What follows belongs to an exercise in optimizing a design on an open flow for small area and a short achievable clock period; a production flow would make more cautious choices.
Function was checked by simulation only, so behaviour that the tests miss may differ from the original.
No activity file was given, so power comes from the tool's default toggle rates.

== main ==
// mips
module mips(
    input rst,
    input clk,
    input wire[31:0] ins_input,
    output wire[31:0] addr_output,
    input wire[31:0] ram_data,
    output wire[31:0] ram_addr_output,
    output wire ram_write_enabler_output,
    output wire[3:0] ram_select_output,
    output wire[31:0] ram_data_output,
    output wire ram_enabler
    );
For scale: roughly 11,000 cells after synthesis, about 1,400 flip-flops, about 170 I/O pins, ~96,000 um2 of cells after synthesis.
export LEC_CHECK = 0
export ABC_AREA = 1
export CAP_MARGIN = 35
export CORE_MARGIN = 2
export CORE_UTILIZATION = 45
export CTS_CLUSTER_DIAMETER = 60
export CTS_CLUSTER_SIZE = 20
export SLEW_MARGIN = 20
create_clock -name core_clock -period 17.0 [get_ports {clk}]
run.sh (not shown) runs the stock make flow with config.mk's settings and CLKGATE_MAP_FILE= SYNTH_SCRIPT=/design/flow/synth_recipe.tcl, a recipe that flattens the netlist after the stock synthesis.
diff inputs: main => the feature branch
--- a/flow/design.v
+++ b/flow/design.v
@@ -2727,22 +2727,17 @@
     reg  [31:0] pc;
     wire [29:0] pc_inc;
     wire        pc_inc_co;
     mips_bk30 pcinc0(.a(pc[31:2]), .b(30'd0), .ci(1'b1), .s(pc_inc), .co(pc_inc_co));
     wire [31:0] pc_plus4 = {pc_inc, pc[1:0]};
     wire        br_taken;
-    wire [31:0] br_target;
+    wire [31:0] pc_next;
     always @(posedge clk) begin
         ce   <= ~rst;
         ce_d <= ce;
-        if (!ce)
-            pc <= 32'd0;
-        else if (br_taken)
-            pc <= br_target;
-        else
-            pc <= pc_plus4;
+        pc <= pc_next;
     end
     assign addr_output = pc;
     reg [31:0] id_ins;
     always @(posedge clk) id_ins <= ins_input;
     reg [31:0] x_a, x_b;
     reg [15:0] x_off;
@@ -2887,32 +2882,44 @@
     wire [31:0] e1 = f1_z ? 32'd0 : mem_m1 ? mem_w : wb_m1 ? w_data : rfv[rs];
     wire [31:0] e2 = f2_z ? 32'd0 : mem_m2 ? mem_w : wb_m2 ? w_data : rfv[rt];
     wire [31:0] fwd1  = f1_ex ? ex_res : e1;
     wire [31:0] fwd2  = f2_ex ? ex_res : e2;
     wire [31:0] op1   = re1 ? fwd1 : imm1;
     wire [31:0] op2   = re2 ? fwd2 : imm2;
-    wire [31:0] cmp_y = f1_ex ? e2 : e1;
+    wire br_ex_cmp = (i_beq | i_bne) & (f1_ex ^ f2_ex);
+    wire br_ex_sgn = (i_bgtz | i_bgez | i_bgezal | i_bltz | i_bltzal) & f1_ex;
+    wire br_ex     = br_ex_cmp | br_ex_sgn;
+    wire [31:0] cmp_y = f1_ex ? (e2 & {32{~i_bgtz}}) : e1;
     wire [31:0] cs_a  = mul_ra[31:0];
     wire [31:0] cs_b  = mul_rb[31:0];
     wire [31:0] cs_c  = {(cs_a[30:0] & cs_b[30:0]) | ((cs_a[30:0] | cs_b[30:0]) & ~cmp_y[30:0]), 1'b0};
     wire cs_eq  = ~|(cs_a ^ cs_b ^ cmp_y ^ cs_c);
     wire nm_eq  = (ex_nm == cmp_y);
     wire ex_eq  = x_mul ? cs_eq : nm_eq;
-    wire op_eq  = (f1_ex & f2_ex) ? 1'b1 : (f1_ex | f2_ex) ? ex_eq : (e1 == e2);
-    wire op1_z  = (op1 == 32'd0);
-    assign br_taken = i_j | i_jal | i_jr | i_jalr |
-                      (i_beq & op_eq) | (i_bne & ~op_eq) |
-                      (i_bgtz & ~op1[31] & ~op1_z) |
-                      ((i_bgez | i_bgezal) & ~op1[31]) |
-                      ((i_bltz | i_bltzal) & op1[31]);
+    wire ex_s   = ex_res[31];
+    wire ex_tk  = (br_ex_cmp & (ex_eq ^ i_bne)) |
+                  (br_ex_sgn & (((i_bgez | i_bgezal) & ~ex_s) | ((i_bltz | i_bltzal) & ex_s) |
+                                (i_bgtz & ~ex_s & ~ex_eq)));
+    wire eq_e   = (f1_ex & f2_ex) | (e1 == e2);
+    wire e1_s   = e1[31];
+    wire e1_z   = (e1 == 32'd0);
+    wire tk_e   = i_j | i_jal | i_jr | i_jalr |
+                  (i_beq & eq_e) | (i_bne & ~eq_e) |
+                  (i_bgtz & ~e1_s & ~e1_z) |
+                  ((i_bgez | i_bgezal) & ~e1_s) |
+                  ((i_bltz | i_bltzal) & e1_s);
+    assign br_taken = br_ex ? ex_tk : tk_e;
     wire [29:0] br_sum;
     wire        br_co;
     mips_bk30 bradd0(.a(pc4[31:2]), .b({{14{imm16[15]}}, imm16}), .ci(1'b0), .s(br_sum), .co(br_co));
     wire [31:0] br_off = {br_sum, pc4[1:0]};
-    assign br_target = (i_j | i_jal) ? {pc4[31:28], id_ins[25:0], 2'b00} :
-                       (i_jr | i_jalr) ? op1 : br_off;
+    wire [31:0] br_target = (i_j | i_jal) ? {pc4[31:28], id_ins[25:0], 2'b00} :
+                            (i_jr | i_jalr) ? op1 : br_off;
+    wire [31:0] nxt_e  = tk_e ? br_target : pc_plus4;
+    wire [31:0] nxt_x  = ex_tk ? br_off : pc_plus4;
+    assign pc_next = {32{ce}} & (br_ex ? nxt_x : nxt_e);
     wire op2_z = (op2 == 32'd0);
     wire d_wr = i_ori | i_andi | i_xori | i_lui | i_addi | i_addiu | i_slti | i_sltiu |
                 i_jal | i_load | i_bgezal | i_bltzal |
                 i_and | i_or | i_xor | i_nor | i_srl | i_sra | i_sllv | i_srlv | i_srav |
                 i_sync | i_mfhi | i_mflo | i_add | i_addu | i_sub | i_subu | i_slt | i_sltu |
                 i_jalr | i_sll | i_clz | i_clo | i_mul |
Findings:
The feature branch finished end to end and its layout was clean on timing, DRC and antenna.
Power share of the sequential group in the feature branch vs main: down 4.3 points
Via count ended up 1.7% higher on the feature branch than on main.
Diff main -> the feature branch: smallest setup slack after layout climbed 0.54 ns, met1 usage in global routing saw an increase, count of unique library cells instantiated by Yosys went down, first-pass GRT wire length now smaller.
For design area, the feature branch and main come out practically identical.
The higher global-route usage of the feature branch and main is in main.
Changes observed in the feature branch relative to main: synthesized instance count now larger, number of placed cells counting well taps now larger, power now larger, maximum vdd drop now larger.

[port drivers added, routing unchanged]
No port has a modelled driver above. Below, the same layouts with a new extraction and two added sets of constraints.
Step 1 sets driving cells, clkbuf_16 on the clock port and buf_2 on the other inputs (assumed; they add their load-dependent delay and slew).
Step 2 also shifts input and output timing later by t, the mid clock arrival at the registers, as if the neighbouring blocks saw the same clock.
a / b / c = no drivers / after step 1 / after step 2; a / b = the first two.
run | t (ns) | setup WS [ns] | worst setup path at the end | clock arrival spread, ns | cell pins on the clock port's net
main | 0.927 | 6.898 / 6.898 / 6.041 | input to register | 0.083 / 0.083 | 1
the feature branch | 0.920 | 7.436 / 7.436 / 6.690 | input to register | 0.110 / 0.109 | 1
After both steps setup and hold are still met in every run listed. The setup slack of main, which loses most, moves by 0.000 ns with the drivers and by -0.857 ns with both steps.
